This is an optimization exercise on Yosys and OpenROAD, whose aim is small area, a short achievable clock period and few clock cycles per item, not a production implementation. RTL that was checked went through simulation tests only; none was proved equivalent to the original. For runs 1, 3 and 4, only the layout was checked, not whether the RTL still works. The clock input has no modelled driver; a real chip could not lean on it and would need a root buffer or a full tree.

<file path="flow/run.sh">
#!/bin/bash
# Standard layout, with every port buffered by sky130_fd_sc_hd__buf_1 and a
# clock tree of clkbuf_8 without dummy loads.
set -euo pipefail
export BUFFER_PORTS_ARGS="-buffer_cell sky130_fd_sc_hd__buf_1"
export CTS_ARGS="-sink_clustering_enable -repair_clock_nets -dont_use_dummy_load -buf_list sky130_fd_sc_hd__clkbuf_8 -sink_clustering_size 30 -sink_clustering_max_diameter 150"
bash standard.sh > standard.log 2>&1
</file>
<file path="standard.sh">
#!/bin/bash
# synth_recipe.tcl (not shown) runs the flow's synth.tcl, then flattens the netlist and writes it again
# the make line also repeats each setting of config.mk as NAME=value (left out here)
make -C /OpenROAD-flow-scripts/flow DESIGN_CONFIG=/design/flow/config.mk WORK_HOME=/design/flow/orfs CLKGATE_MAP_FILE= SYNTH_SCRIPT=/design/flow/synth_recipe.tcl "${@:-finish}"
</file>
<file path="config.mk">
export PLATFORM = sky130hd
export DESIGN_NAME = Reconstructor
export DESIGN_NICKNAME = Reconstructor
export VERILOG_FILES = /design/flow/design.v
export SDC_FILE = /design/flow/constraint.sdc
export NUM_CORES = 4
export LEC_CHECK = 0
export ABC_CLOCK_PERIOD_IN_PS = 6000
export CAP_MARGIN = 20
export CORE_MARGIN = 2
export CORE_UTILIZATION = 40
export CTS_BUF_LIST = sky130_fd_sc_hd__clkbuf_8
export CTS_CLUSTER_SIZE = 30
export PLACE_DENSITY = 0.6
export SETUP_SLACK_MARGIN = 5
export SLEW_MARGIN = 20
</file>
<file path="constraint.sdc">
create_clock -name core_clock -period 11.0 [get_ports {CLK}]
set_input_delay 2.2000 -clock core_clock [delete_from_list [all_inputs] [get_ports {CLK}]]
set_output_delay 2.2000 -clock core_clock [all_outputs]
set_load 0.01 [all_outputs]
</file>
<file path="design.v">
module Reconstructor(
    input enable,
    input CLK,
    input reset,
    input [7:0]height,
    input [7:0]width,
    input Vector_sig,
    input [7:0]mv_x,
    input [7:0]addr_x,
    input [7:0]mv_y,
    input [7:0]addr_y,
    output Nxt_block_sig,
    input [1:0]data_type,
    output [15:0]Tindex,
    input [5:0]pdi,
    output [15:0]index,
    output we,
    output [8:0]datax_out,
    output [8:0]datay_out,
    output [5:0]pdo
    );
localparam IDLE = 3'd0, WAIT = 3'd1, S1 = 3'd2, RD = 3'd3, TL = 3'd4, WR = 3'd5;
reg [2:0] state;
reg [15:0] N;             
reg [1:0] kN;             
reg [1:0] kP;             
reg pv;                   
reg tv;                   
reg [3:0] f;              
reg [4:0] preg;           
reg [1:0] btype;
reg [1:0] rx, ry;
reg ser;                  
always @(posedge CLK) begin
  rx <= mv_x[1:0];
  ry <= mv_y[1:0];
  ser <= (width == 8'd0) | (width == 8'd1) | (width == 8'd255);
end
wire hasx = |rx, hasy = |ry;
function [4:0] oa;
  input [1:0] k;
  input [1:0] rx, ry;
  reg [2:0] cx, cy;
  begin
    cx = k[0] ? {1'b0, rx} : (rx == 2'd0 ? 3'd4 : {1'b0, 2'd0 - rx});
    cy = k[1] ? {1'b0, ry} : (ry == 2'd0 ? 3'd4 : {1'b0, 2'd0 - ry});
    case ({cx[2], cy[2]})
      2'b11: oa = 5'd16;
      2'b10: oa = {1'b0, cy[1:0], 2'b00};
      2'b01: oa = {1'b0, cx[1:0], 2'b00};
      default: case ({cx[1:0], cy[1:0]})
        4'b0101: oa = 5'd1;
        4'b0110, 4'b1001: oa = 5'd2;
        4'b0111, 4'b1101: oa = 5'd3;
        4'b1010: oa = 5'd4;
        4'b1011, 4'b1110: oa = 5'd6;
        4'b1111: oa = 5'd9;
        default: oa = 5'd0;
      endcase
    endcase
  end
endfunction
function [4:0] pri;
  input [4:0] o;
  input [1:0] t;
  pri = {o[4:2] + {1'b0, t}, o[1:0]};
endfunction
wire [4:0] oaN = oa(kN, rx, ry);
wire [4:0] pN = pri(oaN, btype);                          
wire [4:0] pN0 = pri(oaN, tv ? btype : data_type);       
wire s_rd = (state == RD), s_tl = (state == TL), s_wr = (state == WR);
wire [5:0] cp = {1'b0, preg};
wire [5:0] cg = cp & ~pdi, cl = ~cp & pdi;
wire [5:0] ce = ~(cg | cl);
wire gt = cg[5] | ce[5] & (cg[4] | ce[4] & (cg[3] | ce[3] & (cg[2] | ce[2] & (cg[1] | ce[1] & cg[0]))));
function [2:0] nextk;             
  input [1:0] k;
  input hx, hy;
  begin
    nextk[2] = (~k[0] & hx) | (~k[1] & hy);
    nextk[1:0] = (~k[0] & hx) ? {k[1], 1'b1} : 2'b10;
  end
endfunction
function [1:0] first;
  input [3:0] fl;
  first = fl[0] ? 2'd0 : fl[1] ? 2'd1 : fl[2] ? 2'd2 : 2'd3;
endfunction
function [2:0] target;
  input [2:0] st;
  input [1:0] k;
  input [3:0] fl;
  input [1:0] last;
  input sr, hx, hy;
  reg [2:0] n;
  reg [3:0] rem;
  begin
    n = nextk(k, hx, hy);
    rem = fl & ~(4'b0001 << k);
    target = {1'b0, k};
    case (st)
      S1: target = 3'd0;
      RD: if (n[2] & ~sr) target = {1'b0, n[1:0]};
          else if (|fl) target = {1'b0, first(fl)};
      TL: if (k != last) target = {1'b0, (|rem) ? first(rem) : last};
          else if (|fl) target = {1'b0, first(fl)};
          else if (sr & n[2]) target = {1'b0, n[1:0]};
          else target = 3'b100;
      WR: if (|fl) target = {1'b0, first(fl)}; else target = 3'b100;
      default: target = 3'b100;
    endcase
  end
endfunction
wire [2:0] nk = nextk(kN, hasx, hasy);
wire nv = nk[2];
wire [3:0] fr = s_wr ? f & ~(4'b0001 << kN) : f;    
wire fany = |fr;
wire tlb = s_tl & (kN != kP);        
wire wr_done = s_wr & ~f[kN] & ~fany;   
reg [2:0] ns;
always @(*)
  case (state)
    IDLE: ns = enable ? WAIT : IDLE;
    WAIT: ns = Vector_sig ? S1 : WAIT;
    S1:   ns = RD;
    RD:   ns = (~nv | ser) ? TL : RD;
    TL:   ns = (tlb | fany) ? WR : (ser & nv) ? RD : (~gt & Vector_sig) ? S1 : WAIT;
    WR:   ns = fany ? WR : (wr_done & Vector_sig) ? S1 : WAIT;
    default: ns = IDLE;
  endcase
reg [3:0] fn;
always @(*) begin
  fn = f;
  case (state)
    S1: fn = 4'd0;
    RD: if (pv) fn[kP] = gt;
    TL: if (tlb) fn = (f & ~(4'b0001 << kN)) | ({3'b000, gt} << kP);
    WR: fn = fr;
    default: ;
  endcase
end
reg [1:0] tgt;
reg tmode;
wire [3:0] fnr = (ns == WR) ? fn & ~(4'b0001 << tgt) : fn;
wire [2:0] tn = target(ns, tgt, fnr, kN, ser, hasx, hasy);
reg [7:0] ryc, rxc;
always @(posedge CLK) begin
  tgt <= tn[1:0];
  tmode <= tn[2];
  ryc <= addr_y + mv_y[7:2] + {7'd0, tn[1]};
  rxc <= addr_x + mv_x[7:2] + {7'd0, tn[0]};
end
wire [7:0] op = tmode ? addr_y : ryc;
wire [7:0] ax = tmode ? addr_x : rxc;
wire [15:0] r0 = {8'hFF, ~(width & {8{~op[0]}})};
wire s1 = r0[5] ^ (op[1] & width[4]);
wire c2 = r0[5] & (op[1] & width[4]);
wire s3 = r0[6] ^ (op[1] & width[5]) ^ (op[2] & width[4]);
wire c4 = (r0[6] & (op[1] & width[5])) | (r0[6] & (op[2] & width[4])) | ((op[1] & width[5]) & (op[2] & width[4]));
wire s5 = (op[3] & width[3]) ^ (op[4] & width[2]);
wire c6 = (op[3] & width[3]) & (op[4] & width[2]);
wire s7 = r0[7] ^ (op[1] & width[6]) ^ (op[2] & width[5]);
wire c8 = (r0[7] & (op[1] & width[6])) | (r0[7] & (op[2] & width[5])) | ((op[1] & width[6]) & (op[2] & width[5]));
wire s9 = (op[3] & width[4]) ^ (op[4] & width[3]) ^ (op[5] & width[2]);
wire c10 = ((op[3] & width[4]) & (op[4] & width[3])) | ((op[3] & width[4]) & (op[5] & width[2])) | ((op[4] & width[3]) & (op[5] & width[2]));
wire s11 = (op[6] & width[1]) ^ (op[7] & width[0]);
wire c12 = (op[6] & width[1]) & (op[7] & width[0]);
wire s13 = 1'b1 ^ (op[1] & width[7]) ^ (op[2] & width[6]);
wire c14 = (1'b1 & (op[1] & width[7])) | (1'b1 & (op[2] & width[6])) | ((op[1] & width[7]) & (op[2] & width[6]));
wire s15 = (op[3] & width[5]) ^ (op[4] & width[4]) ^ (op[5] & width[3]);
wire c16 = ((op[3] & width[5]) & (op[4] & width[4])) | ((op[3] & width[5]) & (op[5] & width[3])) | ((op[4] & width[4]) & (op[5] & width[3]));
wire s17 = (op[6] & width[2]) ^ (op[7] & width[1]);
wire c18 = (op[6] & width[2]) & (op[7] & width[1]);
wire s19 = 1'b1 ^ (op[2] & width[7]) ^ (op[3] & width[6]);
wire c20 = (1'b1 & (op[2] & width[7])) | (1'b1 & (op[3] & width[6])) | ((op[2] & width[7]) & (op[3] & width[6]));
wire s21 = (op[4] & width[5]) ^ (op[5] & width[4]) ^ (op[6] & width[3]);
wire c22 = ((op[4] & width[5]) & (op[5] & width[4])) | ((op[4] & width[5]) & (op[6] & width[3])) | ((op[5] & width[4]) & (op[6] & width[3]));
wire s23 = 1'b1 ^ (op[3] & width[7]) ^ (op[4] & width[6]);
wire c24 = (1'b1 & (op[3] & width[7])) | (1'b1 & (op[4] & width[6])) | ((op[3] & width[7]) & (op[4] & width[6]));
wire s25 = r0[3] ^ (op[1] & width[2]);
wire c26 = r0[3] & (op[1] & width[2]);
wire s27 = r0[4] ^ (op[1] & width[3]) ^ (op[2] & width[2]);
wire c28 = (r0[4] & (op[1] & width[3])) | (r0[4] & (op[2] & width[2])) | ((op[1] & width[3]) & (op[2] & width[2]));
wire s29 = (op[3] & width[1]) ^ (op[4] & width[0]);
wire c30 = (op[3] & width[1]) & (op[4] & width[0]);
wire s31 = s1 ^ (op[2] & width[3]) ^ (op[3] & width[2]);
wire c32 = (s1 & (op[2] & width[3])) | (s1 & (op[3] & width[2])) | ((op[2] & width[3]) & (op[3] & width[2]));
wire s33 = (op[4] & width[1]) ^ (op[5] & width[0]) ^ ax[5];
wire c34 = ((op[4] & width[1]) & (op[5] & width[0])) | ((op[4] & width[1]) & ax[5]) | ((op[5] & width[0]) & ax[5]);
wire s35 = c2 ^ s3 ^ s5;
wire c36 = (c2 & s3) | (c2 & s5) | (s3 & s5);
wire s37 = (op[5] & width[1]) ^ (op[6] & width[0]) ^ ax[6];
wire c38 = ((op[5] & width[1]) & (op[6] & width[0])) | ((op[5] & width[1]) & ax[6]) | ((op[6] & width[0]) & ax[6]);
wire s39 = c4 ^ c6 ^ s7;
wire c40 = (c4 & c6) | (c4 & s7) | (c6 & s7);
wire s41 = s9 ^ s11 ^ ax[7];
wire c42 = (s9 & s11) | (s9 & ax[7]) | (s11 & ax[7]);
wire s43 = c8 ^ c10 ^ c12;
wire c44 = (c8 & c10) | (c8 & c12) | (c10 & c12);
wire s45 = s13 ^ s15 ^ s17;
wire c46 = (s13 & s15) | (s13 & s17) | (s15 & s17);
wire s47 = c14 ^ c16 ^ c18;
wire c48 = (c14 & c16) | (c14 & c18) | (c16 & c18);
wire s49 = s19 ^ s21 ^ (op[7] & width[2]);
wire c50 = (s19 & s21) | (s19 & (op[7] & width[2])) | (s21 & (op[7] & width[2]));
wire s51 = c20 ^ c22 ^ s23;
wire c52 = (c20 & c22) | (c20 & s23) | (c22 & s23);
wire s53 = (op[5] & width[5]) ^ (op[6] & width[4]) ^ (op[7] & width[3]);
wire c54 = ((op[5] & width[5]) & (op[6] & width[4])) | ((op[5] & width[5]) & (op[7] & width[3])) | ((op[6] & width[4]) & (op[7] & width[3]));
wire s55 = c24 ^ 1'b1 ^ (op[4] & width[7]);
wire c56 = (c24 & 1'b1) | (c24 & (op[4] & width[7])) | (1'b1 & (op[4] & width[7]));
wire s57 = (op[5] & width[6]) ^ (op[6] & width[5]) ^ (op[7] & width[4]);
wire c58 = ((op[5] & width[6]) & (op[6] & width[5])) | ((op[5] & width[6]) & (op[7] & width[4])) | ((op[6] & width[5]) & (op[7] & width[4]));
wire s59 = 1'b1 ^ (op[5] & width[7]) ^ (op[6] & width[6]);
wire c60 = (1'b1 & (op[5] & width[7])) | (1'b1 & (op[6] & width[6])) | ((op[5] & width[7]) & (op[6] & width[6]));
wire s61 = r0[2] ^ (op[1] & width[1]);
wire c62 = r0[2] & (op[1] & width[1]);
wire s63 = s25 ^ (op[2] & width[1]) ^ (op[3] & width[0]);
wire c64 = (s25 & (op[2] & width[1])) | (s25 & (op[3] & width[0])) | ((op[2] & width[1]) & (op[3] & width[0]));
wire s65 = c26 ^ s27 ^ s29;
wire c66 = (c26 & s27) | (c26 & s29) | (s27 & s29);
wire s67 = c28 ^ c30 ^ s31;
wire c68 = (c28 & c30) | (c28 & s31) | (c30 & s31);
wire s69 = c32 ^ c34 ^ s35;
wire c70 = (c32 & c34) | (c32 & s35) | (c34 & s35);
wire s71 = c36 ^ c38 ^ s39;
wire c72 = (c36 & c38) | (c36 & s39) | (c38 & s39);
wire s73 = c40 ^ c42 ^ s43;
wire c74 = (c40 & c42) | (c40 & s43) | (c42 & s43);
wire s75 = c44 ^ c46 ^ s47;
wire c76 = (c44 & c46) | (c44 & s47) | (c46 & s47);
wire s77 = c48 ^ c50 ^ s51;
wire c78 = (c48 & c50) | (c48 & s51) | (c50 & s51);
wire s79 = c52 ^ c54 ^ s55;
wire c80 = (c52 & c54) | (c52 & s55) | (c54 & s55);
wire s81 = c56 ^ c58 ^ s59;
wire c82 = (c56 & c58) | (c56 & s59) | (c58 & s59);
wire s83 = c60 ^ 1'b1 ^ (op[6] & width[7]);
wire c84 = (c60 & 1'b1) | (c60 & (op[6] & width[7])) | (1'b1 & (op[6] & width[7]));
wire s85 = r0[1] ^ (op[1] & width[0]);
wire c86 = r0[1] & (op[1] & width[0]);
wire s87 = s61 ^ (op[2] & width[0]) ^ ax[2];
wire c88 = (s61 & (op[2] & width[0])) | (s61 & ax[2]) | ((op[2] & width[0]) & ax[2]);
wire s89 = c62 ^ s63 ^ ax[3];
wire c90 = (c62 & s63) | (c62 & ax[3]) | (s63 & ax[3]);
wire s91 = c64 ^ s65 ^ ax[4];
wire c92 = (c64 & s65) | (c64 & ax[4]) | (s65 & ax[4]);
wire s93 = c66 ^ s67 ^ s33;
wire c94 = (c66 & s67) | (c66 & s33) | (s67 & s33);
wire s95 = c68 ^ s69 ^ s37;
wire c96 = (c68 & s69) | (c68 & s37) | (s69 & s37);
wire s97 = c70 ^ s71 ^ s41;
wire c98 = (c70 & s71) | (c70 & s41) | (s71 & s41);
wire s99 = c72 ^ s73 ^ s45;
wire c100 = (c72 & s73) | (c72 & s45) | (s73 & s45);
wire s101 = c74 ^ s75 ^ s49;
wire c102 = (c74 & s75) | (c74 & s49) | (s75 & s49);
wire s103 = c76 ^ s77 ^ s53;
wire c104 = (c76 & s77) | (c76 & s53) | (s77 & s53);
wire s105 = c78 ^ s79 ^ s57;
wire c106 = (c78 & s79) | (c78 & s57) | (s79 & s57);
wire s107 = c80 ^ s81 ^ (op[7] & width[5]);
wire c108 = (c80 & s81) | (c80 & (op[7] & width[5])) | (s81 & (op[7] & width[5]));
wire s109 = c82 ^ s83 ^ (op[7] & width[6]);
wire c110 = (c82 & s83) | (c82 & (op[7] & width[6])) | (s83 & (op[7] & width[6]));
wire s111 = c84 ^ 1'b1 ^ (op[7] & width[7]);
wire c112 = (c84 & 1'b1) | (c84 & (op[7] & width[7])) | (1'b1 & (op[7] & width[7]));
wire [15:0] ta = {c112, c110, c108, c106, c104, c102, c100, c98, c96, c94, c92, c90, c88, c86, s85, r0[0]};
wire [15:0] tb = {1'b1, s111, s109, s107, s105, s103, s101, s99, s97, s95, s93, s91, s89, s87, ax[1], ax[0]};
wire [15:0] M = ta + tb;
wire tl_done = s_tl & ~tlb & ~fany & ~(ser & nv);    
assign Nxt_block_sig = (state == WAIT) | (tl_done & ~gt) | wr_done;
assign Tindex = N;
assign index = N;
assign we = (s_tl & (gt | tlb)) | (s_wr & f[kN]);
assign pdo = {1'b0, pN};
assign datax_out = {1'b0, mv_x};
assign datay_out = {1'b0, mv_y};
always @(posedge CLK or posedge reset)
  if (reset)
    state <= IDLE;
  else
    state <= ns;
always @(posedge CLK) begin
  N <= M;
  kN <= tgt;
  f <= fn;
  case (state)
    S1: begin pv <= 1'b0; tv <= 1'b0; end
    RD: begin
      kP <= kN; pv <= 1'b1;
      preg <= pN0;
      if (~tv) btype <= data_type;
      tv <= 1'b1;
    end
    TL: pv <= 1'b0;
    default: ;
  endcase
end
endmodule
</file>
==> metrics.md, run 1 <==
| Metric | Value |
|---|---|
| Count of warnings emitted by yosys | 1 |
| Congestion Overflow GR | 0 |
| Data arrival time of the critical path | 3.76 ns |
| Synth-to-Final Area Change | 12.0% |
| Async S/R FF share, synth | 5.00% |
| Cells along the critical path | buf_6, inv_2, ha_4, a21oi_2, a21oi_2, or2_4, nor3_4, and3_4, a21oi_4, nor2_1, buf_2 |
| Die span in x | 127 um |
| Crit-path slowest cell | sky130_fd_sc_hd__or2_4 |
| Max_slew headroom | 18.9% |
| Post-cts hold buffer count | 0 |
| Post-synthesis cell type with the largest combined area | sky130_fd_sc_hd__fa_1 |
| Final number of setup-violating endpoints | 0 |
| HPWL reported at the end of detailed placement | 10.7 mm |
| Max capacitance violation total | 0 |
| Placed cells | 909 |
| Later-pin clock latency in the skew report | 0.36 ns |
| Skew final | 0.0225 ns |
| Cell area after placement | 6320 um2 |
| Final WL | 13.4 mm |
| Number of antenna-violating nets in the routed design | 0 |
| Maximum clock path buffer count | 2 |
| Area of the multi-input gates | 4330 um2 |
| Startpoint of the worst-slack reg-to-reg timing path | tmode$_DFF_P_ |
| Clock slew at reported path FFs | 0.07 ns |
| Final non-filler cell total | 921 |
| Worst setup margin | 5.04 ns |
| Number of unique standard cell types used by synthesis | 74 |
| Total global routing track utilization | 17.3% |
| Share of cells above drive strength 1 | 9.51% |
| Final critical delay including setup and external delays | 5.96 ns |
| Violation count after the first detailed-routing iteration | 334 |
| Clock tree from TritonCTS | done |
| Setup crit end kind | output port |
| Starting density of the core | 41.2% |
| End point of the worst hold path | kN[0]$_DFF_P_ |
| Pin count of the biggest net entering global routing | 23 |
| Most common library cell in the layout ignoring fill and taps | sky130_fd_sc_hd__buf_1 |
| Syn Area/Cell | 8.97 um2 |
| Period Utilization, post-route | 54.2% |
| Deepest level of the CTS H-tree | 3 |
| Vias in the first global route | 4797 |
| Most area-consuming cells after synthesis | sky130_fd_sc_hd__fa_1 (16%), sky130_fd_sc_hd__dfxtp_1 (15%), sky130_fd_sc_hd__ha_1 (11%) |
| Worst Path Buf+Inv | 3 |
| Fraction of the yosys area taken by sequential cells | 22.0% |
| Hold_ws | 0.567 ns |
| DR DRC count | 0 |
| Flop-to-flop setup slack | 5.83 ns |
| Number of antenna violations at the first check in global routing | 0 |
| Number of buffers added on ports | 106 |
| Core area | 14600 um2 |
| Vias | 4865 |
| Number of fillers in the final layout | 1404 |
| Slew at the pin with the worst max-slew slack | 1.21 ns |
| Worst endpoint required time | 8.80 ns |
| Pre-Repair DR Iteration Count | 5 |
| Cell area after synthesis | 6040 um2 |
| Post-synth top area share | 15.9% |
| Worst path max stage delay | 0.28 ns |
| Routability congestion estimate | 0.934 |
| Wire per inst | 14.6 um |
| Seq. cell area | 1330 um2 |
| Worst Reg2Reg Path Length in Cells | 15 |
| Worst-case setup slack after placement | 4.40 ns |
| Number of CTS-inserted buffers | 9 |
| Clk root buf | sky130_fd_sc_hd__clkbuf_8 |
| Row cnt | 44 |
| Most common cell type on the critical path | sky130_fd_sc_hd__a21oi_2 |
| Number of synthesized register bits | 60 |
| Die footprint | 16100 um2 |
| Vert. Die Dim | 127 um |
| Final Instance Area | 6760 um2 |
| Startpoint of the worst hold path | tgt[0]$_DFF_P_ |
| Highest clock rate | 0.168 GHz |
| Gate count of the mapped netlist | 673 |
| Hold path depth | 0 |
| Crit Path Category | in -> out |
| RSZ-0062 raised after global routing | yes |
| Crit Path Max Fanout | 4 |
| CP Launch Type | input port |
| Clock Sinks | 60 |
| Worst Hold Class | reg -> reg |
| Endpoint of the lowest-slack register-to-register path | N[13]$_DFF_P_ |
| Wire length of the first global-routing pass | 22.6 mm |
| Final Hold Viols | 0 |
| Final core occ | 46.1% |
| Post-synth EDFFs | 11 |
| Number of nets in the layout | 900 |
| Most frequent cells in the layout | sky130_fd_sc_hd__buf_1 (101), sky130_fd_sc_hd__inv_1 (81), sky130_fd_sc_hd__nand2_1 (51) |
| I/O pin count | 118 |
| Final setup TNS | 0 ns |
| Top FF cell, synth | sky130_fd_sc_hd__dfxtp_1 |
| Critical path's top delay family | simple AND/OR/NAND/NOR gates |
| DR vias/cell | 5.28 |
| Run status | complete, no violations |
| Max-slew violation count | 0 |
[repair_timing]
item	4_1_cts	5_1_grt
setup endpoints to repair	7	11
pin swaps	0	17
gates resized for setup	11	44
buffers inserted	1	1
[worst register-to-register path: stages (launching register included)]
cell and delay [ns]:
sky130_fd_sc_hd__dfxtp_1 1.13, sky130_fd_sc_hd__mux2i_4 0.43, sky130_fd_sc_hd__buf_6 0.17, sky130_fd_sc_hd__nand2_1 0.07
sky130_fd_sc_hd__ha_1 0.35, sky130_fd_sc_hd__fa_1 0.57, sky130_fd_sc_hd__fa_1 0.44, sky130_fd_sc_hd__fa_1 0.47
sky130_fd_sc_hd__ha_1 0.27, sky130_fd_sc_hd__nor3_1 0.18, sky130_fd_sc_hd__o21ai_1 0.11, sky130_fd_sc_hd__nand2_1 0.15
sky130_fd_sc_hd__o2111ai_4 0.18, sky130_fd_sc_hd__a31o_2 0.27, sky130_fd_sc_hd__a21oi_1 0.17, sky130_fd_sc_hd__xnor2_1 0.14
[per-layer routing]
| metal | global-route usage (%) | vias up | share of wire [%] | wire, um |
|---|---|---|---|---|
| met5 | 0 | - | 0 | 0 |
| li1 | - | 2361 | - | - |
| met2 | 27.5 | 158 | 45 | 6120 |
| met4 | 4.20 | 0 | 0.96 | 129 |
| met1 | 23.5 | 2335 | 48 | 6390 |
| met3 | 4.89 | 11 | 6.0 | 809 |
[logic make-up after synthesis]
logic type / count (synthesis) / share of synthesized area, %
AO/OA/AOI/OAI: 117 / 13.3
XOR/XNOR: 31 / 4.50
adder cells (fa/ha/maj): 102 / 27.1
buffers and inverters: 141 / 11.3
flip-flops: 60 / 22.0
multiplexers: 23 / 4.31
other: 1 / 0.0621
AND/OR/NAND/NOR: 198 / 17.5
[synthesized netlist by cell type (all sizes together), types with 12 or more instances]
| cell type | n |
|---|---|
| dfxtp | 46 |
| a21oi | 28 |
| nor2 | 30 |
| nor3 | 14 |
| ha | 54 |
| nand2b | 13 |
| o21ai | 26 |
| inv | 85 |
| buf | 46 |
| fa | 48 |
| xnor2 | 20 |
| nor2b | 38 |
| and2 | 12 |
| nand2 | 51 |
[layout make-up]
class	count	share of cell area, %
clock buffers	9	1.83
diodes	1	0.0370
well taps	184	3.41
flip-flops and latches	60	19.6
repair buffers	108	6.35
multi-input cells	474	64.0
inverters	85	4.72
[how the worst max path moves through the flow]
stage	start	endpoint	slack (ns)	cells after the start
floorplan	addr_y[3]	N[14]$_DFF_P_	5.01	14
global placement	addr_y[4]	N[12]$_DFF_P_	4.43	15
detailed placement	pdi[4]	rxc[7]$_DFF_P_	4.40	19
CTS	pdi[2]	Nxt_block_sig	4.92	11
global route	pdi[1]	Nxt_block_sig	4.97	11
finish	pdi[2]	Nxt_block_sig	5.04	11
[registers in the layout (all words and copies together) (netlist names), 2 cells and up]
name   flops
ryc        8
kP         2
tgt        2
preg       5
rxc        8
rx         2
kN         2
btype      2
ry         2
f          4
state      3
N         16
==> run 2: changes to the inputs <==
--- a/design.v
+++ b/design.v
@@ -91,9 +91,6 @@
   input [3:0] fl;
-  input [1:0] last;
   input sr, hx, hy;
   reg [2:0] n;
-  reg [3:0] rem;
   begin
     n = nextk(k, hx, hy);
-    rem = fl & ~(4'b0001 << k);
     target = {1'b0, k};
@@ -102,5 +99,3 @@
       RD: if (n[2] & ~sr) target = {1'b0, n[1:0]};
-          else if (|fl) target = {1'b0, first(fl)};
-      TL: if (k != last) target = {1'b0, (|rem) ? first(rem) : last};
-          else if (|fl) target = {1'b0, first(fl)};
+      TL: if (|fl) target = {1'b0, first(fl)};
           else if (sr & n[2]) target = {1'b0, n[1:0]};
@@ -116,4 +111,2 @@
 wire fany = |fr;
-wire tlb = s_tl & (kN != kP);        
-wire wr_done = s_wr & ~f[kN] & ~fany;   
 reg [2:0] ns;
@@ -125,4 +118,4 @@
     RD:   ns = (~nv | ser) ? TL : RD;
-    TL:   ns = (tlb | fany) ? WR : (ser & nv) ? RD : (~gt & Vector_sig) ? S1 : WAIT;
-    WR:   ns = fany ? WR : (wr_done & Vector_sig) ? S1 : WAIT;
+    TL:   ns = fany ? WR : (ser & nv) ? RD : (~gt & Vector_sig) ? S1 : WAIT;
+    WR:   ns = fany ? WR : WAIT;
     default: ns = IDLE;
@@ -135,3 +128,2 @@
     RD: if (pv) fn[kP] = gt;
-    TL: if (tlb) fn = (f & ~(4'b0001 << kN)) | ({3'b000, gt} << kP);
     WR: fn = fr;
@@ -143,3 +135,3 @@
 wire [3:0] fnr = (ns == WR) ? fn & ~(4'b0001 << tgt) : fn;
-wire [2:0] tn = target(ns, tgt, fnr, kN, ser, hasx, hasy);
+wire [2:0] tn = target(ns, tgt, fnr, ser, hasx, hasy);
 reg [7:0] ryc, rxc;
@@ -269,7 +261,7 @@
 wire [15:0] M = ta + tb;
-wire tl_done = s_tl & ~tlb & ~fany & ~(ser & nv);    
-assign Nxt_block_sig = (state == WAIT) | (tl_done & ~gt) | wr_done;
+wire tl_done = s_tl & ~fany & ~(ser & nv);    
+assign Nxt_block_sig = (state == WAIT) | (tl_done & ~gt);
 assign Tindex = N;
 assign index = N;
-assign we = (s_tl & (gt | tlb)) | (s_wr & f[kN]);
+assign we = (s_tl & gt) | s_wr;
 assign pdo = {1'b0, pN};
==> flow/run.sh (replaced) <==
#!/bin/bash
# Standard layout, with every port buffered by sky130_fd_sc_hd__buf_1 and a
# clock tree of clkbuf_8 without dummy loads, whose leaf buffers are then
# merged in pairs (flow/halve.tcl).
set -euo pipefail
export BUFFER_PORTS_ARGS="-buffer_cell sky130_fd_sc_hd__buf_1"
export CTS_ARGS="-sink_clustering_enable -repair_clock_nets -dont_use_dummy_load -buf_list sky130_fd_sc_hd__clkbuf_8 -sink_clustering_size 30 -sink_clustering_max_diameter 150"
export POST_CTS_TCL="$(pwd)/flow/halve.tcl"
bash standard.sh > standard.log 2>&1
==> flow/halve.tcl (new file) <==
# After CTS: merge the clock tree's leaf buffers in pairs (each pair's sinks
# move to its first buffer, the second is removed).
set block [ord::get_db_block]
set leaves {}
foreach inst [$block getInsts] {
  set name [$inst getName]
  if {[string match "clkbuf_*_CLK" $name] && $name ne "clkbuf_0_CLK"} { lappend leaves $name }
}
set leaves [lsort $leaves]
foreach {a b} $leaves {
  if {$b eq ""} { continue }
  set ia [$block findInst $a]
  set ib [$block findInst $b]
  set na [[$ia findITerm X] getNet]
  set nb [[$ib findITerm X] getNet]
  foreach it [$nb getITerms] {
    if {[[$it getInst] getName] ne $b} {
      $it disconnect
      $it connect $na
    }
  }
  odb::dbInst_destroy $ib
  odb::dbNet_destroy $nb
}
detailed_placement
check_placement -verbose
estimate_parasitics -placement
report_clock_skew
report_worst_slack -max
report_worst_slack -min
==> run 2 against run 1 <==
Net effect:
- sequential share of layout area is 2.0 points higher
- via count fell by 11%
- critical endpoint unchanged
- worst hold slack worse by 0.12 ns
- still clean on timing, DRC and antenna
- cell count fell by 6.9%
- largest cell class unchanged
- synthesized area shrank 5.8%
- synthesized cell count fell by 8.9%
==> metrics.md, run 2 <==
| Metric | Value |
|---|---|
| Run status | complete, no violations |
| Max capacitance violation total | 0 (unchanged) |
| Worst setup margin | 5.18 ns (+0.137 ns) |
| Most frequent cell after synthesis | sky130_fd_sc_hd__inv_1 |
| Routability congestion estimate | 0.845 (-9.5%) |
| Later-pin clock latency in the skew report | 0.35 ns (about the same) |
| Syn Area/Cell | 9.27 um2 (+3.4%) |
| Vert. Die Dim | 123 um (-2.9%) |
| Slew at the pin with the worst max-slew slack | 0.983 ns (-0.232 ns) |
| Cell area after synthesis | 5680 um2 (-5.8%) |
| Clock slew at reported path FFs | 0.11 ns (+0.04 ns) |
| Worst-case setup slack after placement | 4.34 ns (-0.0604 ns) |
| Most used standard cells in the synthesized netlist | sky130_fd_sc_hd__inv_1 (71), sky130_fd_sc_hd__ha_1 (54), sky130_fd_sc_hd__fa_1 (48) |
| Share of cells above drive strength 1 | 7.09% (-2.4 points) |
| Clock Sinks | 60 (unchanged) |
| Final setup TNS | 0 ns (unchanged) |
| I/O pin count | 118 (unchanged) |
| Max reg flops | 16 (unchanged) |
| Most area-consuming cells after synthesis | sky130_fd_sc_hd__fa_1 (17%), sky130_fd_sc_hd__dfxtp_1 (16%), sky130_fd_sc_hd__ha_1 (12%) |
| Seq. cell area | 1330 um2 (unchanged) |
| Most frequent cells in the layout | sky130_fd_sc_hd__buf_1 (106), sky130_fd_sc_hd__inv_1 (71), sky130_fd_sc_hd__ha_1 (51) |
| Final WL | 11.6 mm (-14%) |
| DR DRC count | 0 (unchanged) |
| Post-synth EDFFs | 11 (unchanged) |
| DR vias/cell | 5.05 (-4.4%) |
| Worst endpoint required time | 8.80 ns (about the same) |
| Vias in the first global route | 4436 (-7.5%) |
| Final critical delay including setup and external delays | 5.82 ns (-0.137 ns) |
| Most common library cell in the layout ignoring fill and taps | sky130_fd_sc_hd__buf_1 |
| Gate count of the mapped netlist | 613 (-8.9%) |
| Largest register by flop count | N |
| Core area | 13900 um2 (-5.2%) |
| Async S/R FF share, synth | 5.00% (unchanged) |
| Pin count of the biggest net entering global routing | 19 (-17%) |
| Post-synth top area share | 16.9% (+0.99 points) |
| Area of the multi-input gates | 3820 um2 (-12%) |
| Die footprint | 15200 um2 (-5.7%) |
| Max-slew violation count | 0 (unchanged) |
| Crit Path Category | in -> out |
| Total global routing track utilization | 16.9% (-0.47 points) |
| Top FF cell, synth | sky130_fd_sc_hd__dfxtp_1 |
| Data arrival time of the critical path | 3.62 ns (-0.14 ns) |
| Number of antenna diodes | 0 (-1) |
| Number of fillers in the final layout | 1386 (-1.3%) |
| Violation count after the first detailed-routing iteration | 265 (-21%) |
| Highest clock rate | 0.172 GHz (+2.4%) |
| Worst Hold Class | reg -> reg |
| Biggest registers after layout | N: 16 flops, rxc: 8 flops, ryc: 8 flops |
| Final number of setup-violating endpoints | 0 (unchanged) |
| Final Hold Viols | 0 (unchanged) |
| Setup crit end kind | output port |
| Number of antenna violations at the first check in global routing | 0 (unchanged) |
| Period Utilization, post-route | 52.9% (-1.2 points) |
| Crit Path Max Fanout | 6 (+2) |
| Vias | 4327 (-11%) |
| Congestion Overflow GR | 0 (unchanged) |
| Synth-to-Final Area Change | 7.71% |
| Count of warnings emitted by yosys | 1 (unchanged) |
| RSZ-0062 raised after global routing | no |
| Skew final | 0.0357 ns (+0.0132 ns) |
| Max_slew headroom | 34.4% (+15 points) |
| CP Launch Type | input port |
| Die span in x | 123 um (-2.9%) |
| Number of unique standard cell types used by synthesis | 68 (-8.1%) |
| Number of buffers added on ports | 106 (unchanged) |
| Number of nets in the layout | 841 (-6.6%) |
| Number of antenna-violating nets in the routed design | 0 (unchanged) |
| Wire length of the first global-routing pass | 20.3 mm (-10%) |
| Pre-Repair DR Iteration Count | 4 (-1) |
| Number of synthesized register bits | 60 (unchanged) |
| Row cnt | 43 (-2.3%) |
| Post-synthesis cell type with the largest combined area | sky130_fd_sc_hd__fa_1 |
| HPWL reported at the end of detailed placement | 9.59 mm (-10%) |
| Starting density of the core | 40.9% (-0.28 points) |
| Fraction of the yosys area taken by sequential cells | 23.3% (+1.4 points) |
| Wire per inst | 13.5 um (-7.7%) |
run 2: changes by cell type in the layout (fill, tap and decap cells not counted), moves of 5 or more:
cell                       change
sky130_fd_sc_hd__o21bai_1      -5
sky130_fd_sc_hd__ha_4          -5
sky130_fd_sc_hd__inv_1        -10
sky130_fd_sc_hd__and2_1        +6
sky130_fd_sc_hd__nor3_1        -5
sky130_fd_sc_hd__ha_1          +5
sky130_fd_sc_hd__o21a_1        +5
sky130_fd_sc_hd__buf_1         +5
run 2: critical path, cell delays in order:
cell	delay, ns
sky130_fd_sc_hd__buf_1	0.06
sky130_fd_sc_hd__inv_1	0.04
sky130_fd_sc_hd__ha_1	0.29
sky130_fd_sc_hd__a21oi_1	0.18
sky130_fd_sc_hd__a21oi_2	0.13
sky130_fd_sc_hd__nor2_2	0.28
sky130_fd_sc_hd__a41oi_1	0.16
sky130_fd_sc_hd__nor2_1	0.11
sky130_fd_sc_hd__buf_1	0.16
run 2: layout make-up:
type,count,share of cell area [%]
clock buffer,5,1.12
inverter,72,4.42
multi-input combinational,433,62.5
sequential,60,21.7
tap,180,3.68
timing repair buffer,107,6.62
run 2: per-stage QoR:
stage / instances / hold slack [ns] / instance area, um2 / util (%)
5_1_grt: 857 / 0.463 / 6120 / 44.1
3_5_place_dp: 852 / 0.430 / 5970 / 43.0
2_1_floorplan: 615 / 0.399 / 5690 / -
3_3_place_gp: 852 / 0.427 / 5970 / 43.0
6_report: 857 / 0.452 / 6120 / 44.1
run 2: kinds of logic after synthesis:
group / count (synthesis) / synth area share [%]
adder cells (fa/ha/maj): 102 / 28.8
AO/OA/AOI/OAI: 106 / 12.9
flip-flops: 60 / 23.3
XOR/XNOR: 23 / 3.54
other: 1 / 0.0660
buffers and inverters: 122 / 10.9
AND/OR/NAND/NOR: 179 / 16.7
multiplexers: 20 / 3.79
run 2: worst paths after layout:
check	slack, ns	from	cells after the start	end
worst max-delay path	5.18	pdi[2]	9	Nxt_block_sig
worst min-delay path	0.45	tgt[1]$_DFF_P_	0	kN[1]$_DFF_P_
worst max register to register	6.01	tmode$_DFF_P_	15	N[15]$_DFF_P_
worst min register to register	0.45	tgt[1]$_DFF_P_	0	kN[1]$_DFF_P_
max in group asynchronous	9.19	reset	2	state[2]$_DFF_PP0_
min in group asynchronous	1.68	reset	2	state[0]$_DFF_PP0_
run 2: routing by layer:
layer	wire length [um]	vias up	global-route usage, %
met5	0	-	0
met4	120	0	4.26
met3	656	8	3.55
met2	5380	114	28.3
met1	5390	2059	22.1
li1	-	2146	-
Testbench counts of run 2, summed over its fixed seeds: cycles 37,693, vectors 5,350.
==> run 3: changes to the inputs <==
--- a/design.v
+++ b/design.v
@@ -21,20 +21,13 @@
     );
-localparam IDLE = 3'd0, WAIT = 3'd1, S1 = 3'd2, RD = 3'd3, TL = 3'd4, WR = 3'd5;
+localparam IDLE = 3'd0, WAIT = 3'd1, S1 = 3'd2, RD0 = 3'd3, CMP = 3'd4, RD = 3'd5;
 reg [2:0] state;
-reg [15:0] N;             
-reg [1:0] kN;             
-reg [1:0] kP;             
-reg pv;                   
-reg tv;                   
-reg [3:0] f;              
+reg [15:0] I, N;          
+reg jxN, jyN, nval;       
 reg [4:0] preg;           
 reg [1:0] btype;
-reg [1:0] rx, ry;
-reg ser;                  
+reg hasx, hasy;
 always @(posedge CLK) begin
-  rx <= mv_x[1:0];
-  ry <= mv_y[1:0];
-  ser <= (width == 8'd0) | (width == 8'd1) | (width == 8'd255);
+  hasx <= |mv_x[1:0];
+  hasy <= |mv_y[1:0];
 end
-wire hasx = |rx, hasy = |ry;
 function [4:0] oa;
@@ -62,51 +55,10 @@
 endfunction
-function [4:0] pri;
-  input [4:0] o;
-  input [1:0] t;
-  pri = {o[4:2] + {1'b0, t}, o[1:0]};
-endfunction
-wire [4:0] oaN = oa(kN, rx, ry);
-wire [4:0] pN = pri(oaN, btype);                          
-wire [4:0] pN0 = pri(oaN, tv ? btype : data_type);       
-wire s_rd = (state == RD), s_tl = (state == TL), s_wr = (state == WR);
-wire [5:0] cp = {1'b0, preg};
-wire [5:0] cg = cp & ~pdi, cl = ~cp & pdi;
-wire [5:0] ce = ~(cg | cl);
-wire gt = cg[5] | ce[5] & (cg[4] | ce[4] & (cg[3] | ce[3] & (cg[2] | ce[2] & (cg[1] | ce[1] & cg[0]))));
-function [2:0] nextk;             
-  input [1:0] k;
-  input hx, hy;
-  begin
-    nextk[2] = (~k[0] & hx) | (~k[1] & hy);
-    nextk[1:0] = (~k[0] & hx) ? {k[1], 1'b1} : 2'b10;
-  end
-endfunction
-function [1:0] first;
-  input [3:0] fl;
-  first = fl[0] ? 2'd0 : fl[1] ? 2'd1 : fl[2] ? 2'd2 : 2'd3;
-endfunction
-function [2:0] target;
-  input [2:0] st;
-  input [1:0] k;
-  input [3:0] fl;
-  input sr, hx, hy;
-  reg [2:0] n;
-  begin
-    n = nextk(k, hx, hy);
-    target = {1'b0, k};
-    case (st)
-      S1: target = 3'd0;
-      RD: if (n[2] & ~sr) target = {1'b0, n[1:0]};
-      TL: if (|fl) target = {1'b0, first(fl)};
-          else if (sr & n[2]) target = {1'b0, n[1:0]};
-          else target = 3'b100;
-      WR: if (|fl) target = {1'b0, first(fl)}; else target = 3'b100;
-      default: target = 3'b100;
-    endcase
-  end
-endfunction
-wire [2:0] nk = nextk(kN, hasx, hasy);
-wire nv = nk[2];
-wire [3:0] fr = s_wr ? f & ~(4'b0001 << kN) : f;    
-wire fany = |fr;
+wire s_cmp = (state == CMP);
+wire s_rd0 = (state == RD0);
+wire wr = s_cmp & ({1'b0, preg} > pdi);
+wire last = ~nval;
+wire adv = s_rd0 | (s_cmp & ~last);    
+wire nx_v = (~jxN & hasx) | (~jyN & hasy);
+wire nx_x = ~jxN & hasx;
+wire nx_y = (~jxN & hasx) ? jyN : 1'b1;
 reg [2:0] ns;
@@ -116,29 +68,20 @@
     WAIT: ns = Vector_sig ? S1 : WAIT;
-    S1:   ns = RD;
-    RD:   ns = (~nv | ser) ? TL : RD;
-    TL:   ns = fany ? WR : (ser & nv) ? RD : (~gt & Vector_sig) ? S1 : WAIT;
-    WR:   ns = fany ? WR : WAIT;
+    S1:   ns = RD0;
+    RD0:  ns = CMP;
+    CMP:  ns = last ? ((~wr & Vector_sig) ? S1 : WAIT) : (wr ? RD : CMP);
+    RD:   ns = CMP;
     default: ns = IDLE;
   endcase
-reg [3:0] fn;
-always @(*) begin
-  fn = f;
-  case (state)
-    S1: fn = 4'd0;
-    RD: if (pv) fn[kP] = gt;
-    WR: fn = fr;
-    default: ;
-  endcase
-end
-reg [1:0] tgt;
-reg tmode;
-wire [3:0] fnr = (ns == WR) ? fn & ~(4'b0001 << tgt) : fn;
-wire [2:0] tn = target(ns, tgt, fnr, ser, hasx, hasy);
+wire kx = (state == S1) ? 1'b0 : adv ? nx_x : jxN;
+wire ky = (state == S1) ? 1'b0 : adv ? nx_y : jyN;
+wire kx_nx = ~kx & hasx;
+wire ky_nx = (~kx & hasx) ? ky : 1'b1;
+wire tx = (ns == S1) ? 1'b0 : (ns == RD) ? kx : kx_nx;
+wire ty = (ns == S1) ? 1'b0 : (ns == RD) ? ky : ky_nx;
 reg [7:0] ryc, rxc;
 always @(posedge CLK) begin
-  tgt <= tn[1:0];
-  tmode <= tn[2];
-  ryc <= addr_y + mv_y[7:2] + {7'd0, tn[1]};
-  rxc <= addr_x + mv_x[7:2] + {7'd0, tn[0]};
+  ryc <= addr_y + mv_y[7:2] + {7'd0, ty};
+  rxc <= addr_x + mv_x[7:2] + {7'd0, tx};
 end
+wire tmode = (state == IDLE) | (state == WAIT) | (s_cmp & last);
 wire [7:0] op = tmode ? addr_y : ryc;
@@ -261,8 +204,7 @@
 wire [15:0] M = ta + tb;
-wire tl_done = s_tl & ~fany & ~(ser & nv);    
-assign Nxt_block_sig = (state == WAIT) | (tl_done & ~gt);
+assign Nxt_block_sig = (state == WAIT) | (s_cmp & last & ~wr);
 assign Tindex = N;
-assign index = N;
-assign we = (s_tl & gt) | s_wr;
-assign pdo = {1'b0, pN};
+assign index = (s_rd0 | (s_cmp & ~wr)) ? N : I;
+assign we = wr;
+assign pdo = {1'b0, preg};
 assign datax_out = {1'b0, mv_x};
@@ -276,15 +218,12 @@
   N <= M;
-  kN <= tgt;
-  f <= fn;
-  case (state)
-    S1: begin pv <= 1'b0; tv <= 1'b0; end
-    RD: begin
-      kP <= kN; pv <= 1'b1;
-      preg <= pN0;
-      if (~tv) btype <= data_type;
-      tv <= 1'b1;
-    end
-    TL: pv <= 1'b0;
-    default: ;
-  endcase
+  if (state == S1) begin
+    jxN <= 1'b0; jyN <= 1'b0; nval <= 1'b1;
+  end
+  if (s_rd0)
+    btype <= data_type;
+  if (adv) begin
+    I <= N;
+    preg <= oa({jyN, jxN}, mv_x[1:0], mv_y[1:0]) + {(s_rd0 ? data_type : btype), 2'b00};
+    nval <= nx_v; jxN <= nx_x; jyN <= nx_y;
+  end
 end
==> flow/run.sh (replaced) <==
#!/bin/bash
# Standard layout, with every port buffered by sky130_fd_sc_hd__buf_1 and a
# clock tree of clkbuf_8 without dummy loads.
set -euo pipefail
export BUFFER_PORTS_ARGS="-buffer_cell sky130_fd_sc_hd__buf_1"
export CTS_ARGS="-sink_clustering_enable -repair_clock_nets -dont_use_dummy_load -buf_list sky130_fd_sc_hd__clkbuf_8 -sink_clustering_size 30 -sink_clustering_max_diameter 150"
bash standard.sh > standard.log 2>&1
--- a/config.mk
+++ b/config.mk
@@ -14,3 +14,3 @@
 export PLACE_DENSITY = 0.6
-export SETUP_SLACK_MARGIN = 5
+export SETUP_SLACK_MARGIN = 4.5
 export SLEW_MARGIN = 20
removed: flow/halve.tcl
==> run 3 against run 2 <==
Net effect:
- still clean on timing, DRC and antenna
- global-route usage down 0.48 points
- clock-buffer cell count up 4
- die area down 1.9%
- critical path depth up 1
- setup slack worse by 0.48 ns
- critical endpoint is now index[4]
==> metrics.md, run 3 <==
| Metric | Value |
|---|---|
| Post-synth EDFFs | 24 (+13) |
| Highest clock rate | 0.159 GHz (-7.6%) |
| Number of buffers added on ports | 106 (unchanged) |
| Run status | complete, no violations |
| Fraction of the yosys area taken by sequential cells | 27.2% (+3.9 points) |
| Slew at the pin with the worst max-slew slack | 0.960 ns (-0.0224 ns) |
| Cell area after synthesis | 5570 um2 (-1.9%) |
| Placed cells | 824 (-3.3%) |
| Routability congestion estimate | 0.826 (-2.2%) |
| Number of fillers in the final layout | 1347 (-2.8%) |
| Number of unique standard cell types used by synthesis | 51 (-25%) |
| Period Utilization, post-route | 57.3% (+4.4 points) |
| Count of warnings emitted by yosys | 1 (unchanged) |
| Biggest registers after layout | I: 16 flops, N: 16 flops |
| Final WL | 11.5 mm (-0.76%) |
| Number of synthesized register bits | 63 (+5.0%) |
| Vias | 4138 (-4.4%) |
| Setup crit end kind | output port |
| Clock Sinks | 63 (+5.0%) |
| Cells along the critical path | buf_1, inv_1, ha_1, and3_4, a31oi_1, o31ai_4, a21boi_4, buf_12, mux2_2, buf_1 |
| Number of antenna violations at the first check in global routing | 0 (unchanged) |
| DR DRC count | 0 (unchanged) |
| Final Hold Viols | 0 (unchanged) |
| Later-pin clock latency in the skew report | 0.35 ns (about the same) |
| Worst-case setup slack after placement | 4.27 ns (-0.0775 ns) |
| Final number of setup-violating endpoints | 0 (unchanged) |
| Worst endpoint required time | 8.80 ns (about the same) |
| I/O pin count | 118 (unchanged) |
| Total global routing track utilization | 16.4% (-0.48 points) |
| Vert. Die Dim | 122 um (-0.94%) |
| Max-slew violation count | 0 (unchanged) |
| HPWL reported at the end of detailed placement | 9.32 mm (-2.8%) |
| Most frequent cell after synthesis | sky130_fd_sc_hd__inv_1 |
| Crit-path slowest cell | sky130_fd_sc_hd__mux2_2 |
| Die footprint | 14900 um2 (-1.9%) |
| Post-cts hold buffer count | 0 |
| Crit Path Max Fanout | 16 (+10) |
| Final non-filler cell total | 834 (-2.7%) |
| Startpoint of the worst-slack reg-to-reg timing path | state[0]$_DFF_PP0_ |
| Final setup TNS | 0 ns (unchanged) |
| Maximum clock path buffer count | 2 |
| Pin count of the biggest net entering global routing | 24 (+5) |
| Congestion Overflow GR | 0 (unchanged) |
| Skew final | 0.0167 ns (-0.0190 ns) |
| Clock slew at reported path FFs | 0.06 ns (-0.05 ns) |
| Starting density of the core | 40.6% (-0.32 points) |
| Vias in the first global route | 4247 (-4.3%) |
| Synth-to-Final Area Change | 10.7% |
| Gate count of the mapped netlist | 560 (-8.6%) |
| Final critical delay including setup and external delays | 6.30 ns (+0.479 ns) |
| Row cnt | 43 (unchanged) |
| Number of CTS-inserted buffers | 9 |
| Core area | 13700 um2 (-1.2%) |
| Clock tree from TritonCTS | done |
| Worst setup margin | 4.70 ns (-0.479 ns) |
| Clk root buf | sky130_fd_sc_hd__clkbuf_8 |
| Worst path max stage delay | 0.35 ns (+0.06 ns) |
| Wire per inst | 13.7 um (+2.0%) |
| Max_slew headroom | 35.8% (+1.4 points) |
| CP Launch Type | input port |
| Syn Area/Cell | 9.95 um2 (+7.3%) |
| Post-synth top area share | 16.9% (-0.025 points) |
| Share of cells above drive strength 1 | 7.49% (+0.40 points) |
| Wire length of the first global-routing pass | 19.3 mm (-5.1%) |
| Number of antenna diodes | 0 (unchanged) |
| Worst setup path startpoint | pdi[3] |
| Most common library cell in the layout ignoring fill and taps | sky130_fd_sc_hd__buf_1 |
| Top FF cell, synth | sky130_fd_sc_hd__dfxtp_1 |
| Max capacitance violation total | 0 (unchanged) |
| Async S/R FF share, synth | 4.76% (-0.24 points) |
| Most frequent cells in the layout | sky130_fd_sc_hd__buf_1 (106), sky130_fd_sc_hd__inv_1 (86), sky130_fd_sc_hd__ha_1 (50) |
| Number of nets in the layout | 813 (-3.3%) |
| Most area-consuming cells after synthesis | sky130_fd_sc_hd__fa_1 (17%), sky130_fd_sc_hd__dfxtp_1 (13%), sky130_fd_sc_hd__edfxtp_1 (13%) |
| RSZ-0062 raised after global routing | no |
| Startpoint of the worst hold path | N[0]$_DFF_P_ |
| Data arrival time of the critical path | 4.10 ns (+0.48 ns) |
| Number of antenna-violating nets in the routed design | 0 (unchanged) |
| Most used standard cells in the synthesized netlist | sky130_fd_sc_hd__inv_1 (86), sky130_fd_sc_hd__ha_1 (50), sky130_fd_sc_hd__fa_1 (47) |
| Pre-Repair DR Iteration Count | 4 (unchanged) |
| Die span in x | 122 um (-0.94%) |
| Violation count after the first detailed-routing iteration | 152 (-43%) |
| Crit Path Category | in -> out |
| Most common cell type on the critical path | sky130_fd_sc_hd__buf_1 |
| Post-synthesis cell type with the largest combined area | sky130_fd_sc_hd__fa_1 |
| Worst Hold Class | reg -> reg |
| DR vias/cell | 4.96 (-1.7%) |
| Deepest level of the CTS H-tree | 3 |
| Flop-to-flop setup slack | 5.43 ns (-0.58 ns) |
## run 3: path summary, 6_finish.rpt
| kind | endpoint | cells past startpoint |
|---|---|---|
| min in group asynchronous | state[0]$_DFF_PP0_ | 2 |
| max | index[4] | 10 |
| min | I[0]$_DFFE_PN_ | 0 |
| max reg2reg | N[15]$_DFF_P_ | 17 |
| max in group asynchronous | state[2]$_DFF_PP0_ | 2 |
| min reg2reg | I[0]$_DFFE_PN_ | 0 |
## run 3: final cells by class
| cell class | instances | area, um2 | area share, % |
|---|---|---|---|
| clock buffers | 9 | 124 | 2.01 |
| inverters | 86 | 323 | 5.23 |
| multi-input cells | 389 | 3560 | 57.8 |
| flip-flops and latches | 63 | 1520 | 24.6 |
| well taps | 180 | 225 | 3.65 |
| repair buffers | 107 | 418 | 6.77 |
## run 3: timing repair
action                     in CTS  in global routing
cloned                          0                  0
setup buffers                   1                  0
pin swaps                       1                  0
gates resized for setup         0                  3
setup endpoints to repair      16                  4
## run 3: logic make-up (layout without fill, tap and decap cells)
group	count (synthesis)	in the layout	share of synthesized area [%]
adders and majority gates	97	97	28.1
AOI/OAI and AO/OA	76	76	9.34
and+or+nand+nor	148	148	13.7
other	1	3	0.0673
xor gates and xnor gates	24	24	3.77
DFF	63	63	27.2
buffers and inverters	110	202	9.16
muxes	41	41	8.67
## run 3: metrics by stage
stage	hold WS [ns]	util (%)	instance area [um2]
finish	0.447	45.0	6170
global route	0.474	45.0	6170
CTS	0.453	44.9	6160
detailed placement	0.446	43.8	6020
global placement	0.437	43.8	6020
floorplan	0.454	-	5580
## run 3: critical path, delay by kind of cell
kind                     cells  cell delay, ns
AO/OA/AOI/OAI                3            0.64
adder cells (fa/ha/maj)      1            0.30
buffers and inverters        4            0.43
multiplexers                 1            0.35
AND/OR/NAND/NOR              1            0.18
## run 3: metal layers
metal  routed length (um)  vias to the layer above  GRT usage (%)
li1                     -                     2015              -
met1                 5150                     1988           19.9
met2                 5510                      115           28.7
met3                  573                       20           3.23
met4                  235                        0           6.18
met5                    0                        -              0
==> run 4: changes to the inputs <==
--- a/config.mk
+++ b/config.mk
@@ -14,3 +14,3 @@
 export PLACE_DENSITY = 0.6
-export SETUP_SLACK_MARGIN = 4.5
+export SETUP_SLACK_MARGIN = 4.8
 export SLEW_MARGIN = 20
==> run 4 against run 3 <==
Net effect:
- non-clock buffer count grew 2
- via count rose by 0.48%
- clock-buffer cell count unchanged
- first-iteration DRC count down 9.9%
- wire length up 2.7%
- global-route usage increased by 0.083 points
- clock skew barely moved
- setup slack improved by 0.11 ns
- largest cell class unchanged
- highest routed layer unchanged
==> metrics.md, run 4 <==
| Metric | Value |
|---|---|
| Worst path max stage delay | 0.34 ns (about the same) |
| Period Utilization, post-route | 56.3% (-1.0 points) |
| Startpoint of the worst hold path | N[0]$_DFF_P_ |
| Skew final | 0.0170 ns (+0.000336 ns) |
| Cell area after synthesis | 5570 um2 (unchanged) |
| Die span in x | 122 um (unchanged) |
| Clock tree from TritonCTS | done |
| Number of CTS-inserted buffers | 9 (unchanged) |
| Run status | complete, no violations |
| Final critical delay including setup and external delays | 6.19 ns (-0.113 ns) |
| Worst setup path startpoint | pdi[1] |
| Post-synth EDFFs | 24 (unchanged) |
| CP Launch Type | input port |
| Final WL | 11.8 mm (+2.7%) |
| Vias | 4158 (+0.48%) |
| Number of synthesized register bits | 63 (unchanged) |
| Slew at the pin with the worst max-slew slack | 0.967 ns (+0.00714 ns) |
| Die footprint | 14900 um2 (unchanged) |
| Vert. Die Dim | 122 um (unchanged) |
| Max capacitance violation total | 0 (unchanged) |
| Worst setup margin | 4.81 ns (+0.113 ns) |
| Crit-path slowest cell | sky130_fd_sc_hd__o31ai_4 |
| Post-synth top area share | 16.9% (unchanged) |
| Most frequent cell after synthesis | sky130_fd_sc_hd__inv_1 |
| Worst endpoint required time | 8.80 ns (about the same) |
| Wire per inst | 14.1 um (+2.5%) |
| Vias in the first global route | 4264 (+0.40%) |
| Most area-consuming cells after synthesis | sky130_fd_sc_hd__fa_1 (17%), sky130_fd_sc_hd__dfxtp_1 (13%), sky130_fd_sc_hd__edfxtp_1 (13%) |
| Clk root buf | sky130_fd_sc_hd__clkbuf_8 |
| Number of antenna-violating nets in the routed design | 0 (unchanged) |
| Number of fillers in the final layout | 1314 (-2.4%) |
| Number of unique standard cell types used by synthesis | 51 (unchanged) |
| Gate count of the mapped netlist | 560 (unchanged) |
| Maximum clock path buffer count | 2 (unchanged) |
| Crit Path Max Fanout | 8 (-8) |
| Crit Path Category | in -> out |
| Worst Hold Class | reg -> reg |
| Clock Sinks | 63 (unchanged) |
| Setup crit end kind | output port |
| Pin count of the biggest net entering global routing | 24 (unchanged) |
| Pre-Repair DR Iteration Count | 4 (unchanged) |
| Row cnt | 43 (unchanged) |
| Deepest level of the CTS H-tree | 3 (unchanged) |
| Congestion Overflow GR | 0 (unchanged) |
| Startpoint of the worst-slack reg-to-reg timing path | state[0]$_DFF_PP0_ |
| Post-synthesis cell type with the largest combined area | sky130_fd_sc_hd__fa_1 |
| Number of antenna diodes | 0 (unchanged) |
| Synth-to-Final Area Change | 15.0% |
| Most common library cell in the layout ignoring fill and taps | sky130_fd_sc_hd__buf_1 |
| Violation count after the first detailed-routing iteration | 137 (-9.9%) |
| Most common cell type on the critical path | sky130_fd_sc_hd__buf_6 |
| Count of warnings emitted by yosys | 1 (unchanged) |
| Wire length of the first global-routing pass | 19.4 mm (+0.47%) |
| Final Hold Viols | 0 (unchanged) |
| Final core occ | 46.7% (+1.7 points) |
| Number of nets in the layout | 815 (+0.25%) |
| Core area | 13700 um2 (unchanged) |
| I/O pin count | 118 (unchanged) |
| DR DRC count | 0 (unchanged) |
| Number of antenna violations at the first check in global routing | 0 (unchanged) |
| HPWL reported at the end of detailed placement | 9.32 mm (unchanged) |
| Top FF cell, synth | sky130_fd_sc_hd__dfxtp_1 |
| Routability congestion estimate | 0.826 (unchanged) |
| Final Instance Area | 6410 um2 (+3.9%) |
| Max_slew headroom | 35.4% (-0.48 points) |
| Share of cells above drive strength 1 | 12.2% (+4.7 points) |
| Final setup TNS | 0 ns (unchanged) |
| Most frequent cells in the layout | sky130_fd_sc_hd__buf_1 (88), sky130_fd_sc_hd__inv_1 (83), sky130_fd_sc_hd__fa_1 (47) |
| Most used standard cells in the synthesized netlist | sky130_fd_sc_hd__inv_1 (86), sky130_fd_sc_hd__ha_1 (50), sky130_fd_sc_hd__fa_1 (47) |
| Post-cts hold buffer count | 0 (unchanged) |
| DR vias/cell | 4.97 (+0.24%) |
| Syn Area/Cell | 9.95 um2 (unchanged) |
| Final number of setup-violating endpoints | 0 (unchanged) |
| Total global routing track utilization | 16.5% (+0.083 points) |
| Clock slew at reported path FFs | 0.06 ns (about the same) |
| Async S/R FF share, synth | 4.76% (unchanged) |
| Cells along the critical path | buf_6, inv_2, ha_4, nor2b_4, o21a_1, o31ai_4, a21boi_4, clkbuf_16, mux2_4, buf_6 |
| Data arrival time of the critical path | 3.99 ns (-0.11 ns) |
| Number of buffers added on ports | 106 (unchanged) |
| Worst-case setup slack after placement | 4.27 ns (unchanged) |
| Biggest registers after layout | I: 16 flops, N: 16 flops |
| Fraction of the yosys area taken by sequential cells | 27.2% (unchanged) |
| RSZ-0062 raised after global routing | yes |
| Starting density of the core | 40.6% (unchanged) |
| Cell area after placement | 6020 um2 (unchanged) |
| Highest clock rate | 0.162 GHz (+1.8%) |
| Later-pin clock latency in the skew report | 0.35 ns (about the same) |
| Max-slew violation count | 0 (unchanged) |
## run 4: cell count changes in the layout (fill, tap and decap cells not counted), moves of 3 or more
cell,before,now
sky130_fd_sc_hd__clkbuf_2,0,6
sky130_fd_sc_hd__buf_1,106,88
sky130_fd_sc_hd__ha_4,0,4
sky130_fd_sc_hd__buf_6,0,12
sky130_fd_sc_hd__mux2i_2,3,0
sky130_fd_sc_hd__mux2i_4,0,3
sky130_fd_sc_hd__ha_1,50,45
sky130_fd_sc_hd__inv_2,0,3
sky130_fd_sc_hd__inv_1,86,83
## run 4: timing repair
item | in CTS | in global routing
pin swaps | 1 | 8
endpoints found under the setup margin | 19 | 20
buffers inserted | 2 | 0
cloned | 0 | 1
resized for setup | 5 | 55
## run 4: path summary, 6_finish.rpt
kind,end,slack [ns],cells past startpoint
max,index[5],4.81,10
min,I[0]$_DFFE_PN_,0.45,0
max reg2reg,N[14]$_DFF_P_,5.54,17
min reg2reg,I[0]$_DFFE_PN_,0.45,0
max in group asynchronous,state[2]$_DFF_PP0_,9.20,2
min in group asynchronous,state[0]$_DFF_PP0_,1.67,2
## run 4: metal layers
| metal | vias up | GRT usage [%] | wire length, um |
|---|---|---|---|
| met1 | 2007 | 20.0 | 5190 |
| met2 | 108 | 28.8 | 5800 |
| met5 | - | 0 | 0 |
| met3 | 21 | 3.23 | 542 |
| li1 | 2022 | - | - |
| met4 | 0 | 6.11 | 240 |
## run 4: critical path: cells and delay by family
family                   cells  cell delay [ns]
multiplexers                 1             0.30
AND/OR/NAND/NOR              1             0.13
adder cells (fa/ha/maj)      1             0.20
AO/OA/AOI/OAI                3             0.69
buffers and inverters        4             0.46
## run 4: per-stage QoR
step	std cells	hold WS [ns]
4_1_cts	835	0.453
2_1_floorplan	562	0.454
3_5_place_dp	824	0.446
5_1_grt	836	0.474
3_3_place_gp	824	0.437
6_report	836	0.447
## run 4: layout make-up
type                    count  area [um2]  area share, %
multi-input cells         389        3670           57.3
flip-flops and latches     63        1520           23.7
inverters                  86         323           5.04
well taps                 180         225           3.51
clock buffers               9         124           1.93
repair buffers            109         548           8.55
## run 4: logic make-up (layout without fill, tap and decap cells)
family                     count (synthesis)  after routing  synth area share (%)
DFF                                       63             63                  27.2
buffers and inverters                    110            204                  9.16
other                                      1              3                0.0673
muxes                                     41             41                  8.67
xor gates and xnor gates                  24             24                  3.77
adders and majority gates                 97             97                  28.1
and+or+nand+nor                          148            148                  13.7
AOI/OAI and AO/OA                         76             76                  9.34

==> afterwards: timing with drivers on the ports <==
Ports are ideal in the flow. The routed layouts listed here were re-timed in OpenROAD.
Step 1, drivers: a clkbuf_16 drives CLK and a buf_2 each remaining input, both assumed.
Step 2, shift: input delay + t, output delay - t, t = (earliest + latest rising clock arrival at the registers) / 2. This alone moves slack from input paths to output paths.
a / b / c = ideal ports / drivers / drivers and shift; a / b = the first two.
run	t, ns	setup slack, ns	latest minus earliest clock arrival (ns)
run 1	0.388	5.039 / 5.007 / 4.777	0.022 / 0.023
run 2	0.368	5.176 / 5.148 / 4.830	0.035 / 0.035
run 3	0.380	4.697 / 4.672 / 4.404	0.017 / 0.017
run 4	0.381	4.810 / 4.779 / 4.605	0.017 / 0.017
After both steps setup and hold are still met in every run listed. For run 2, which loses most, drivers alone change the setup slack by -0.028 ns; drivers and shift together by -0.346 ns.
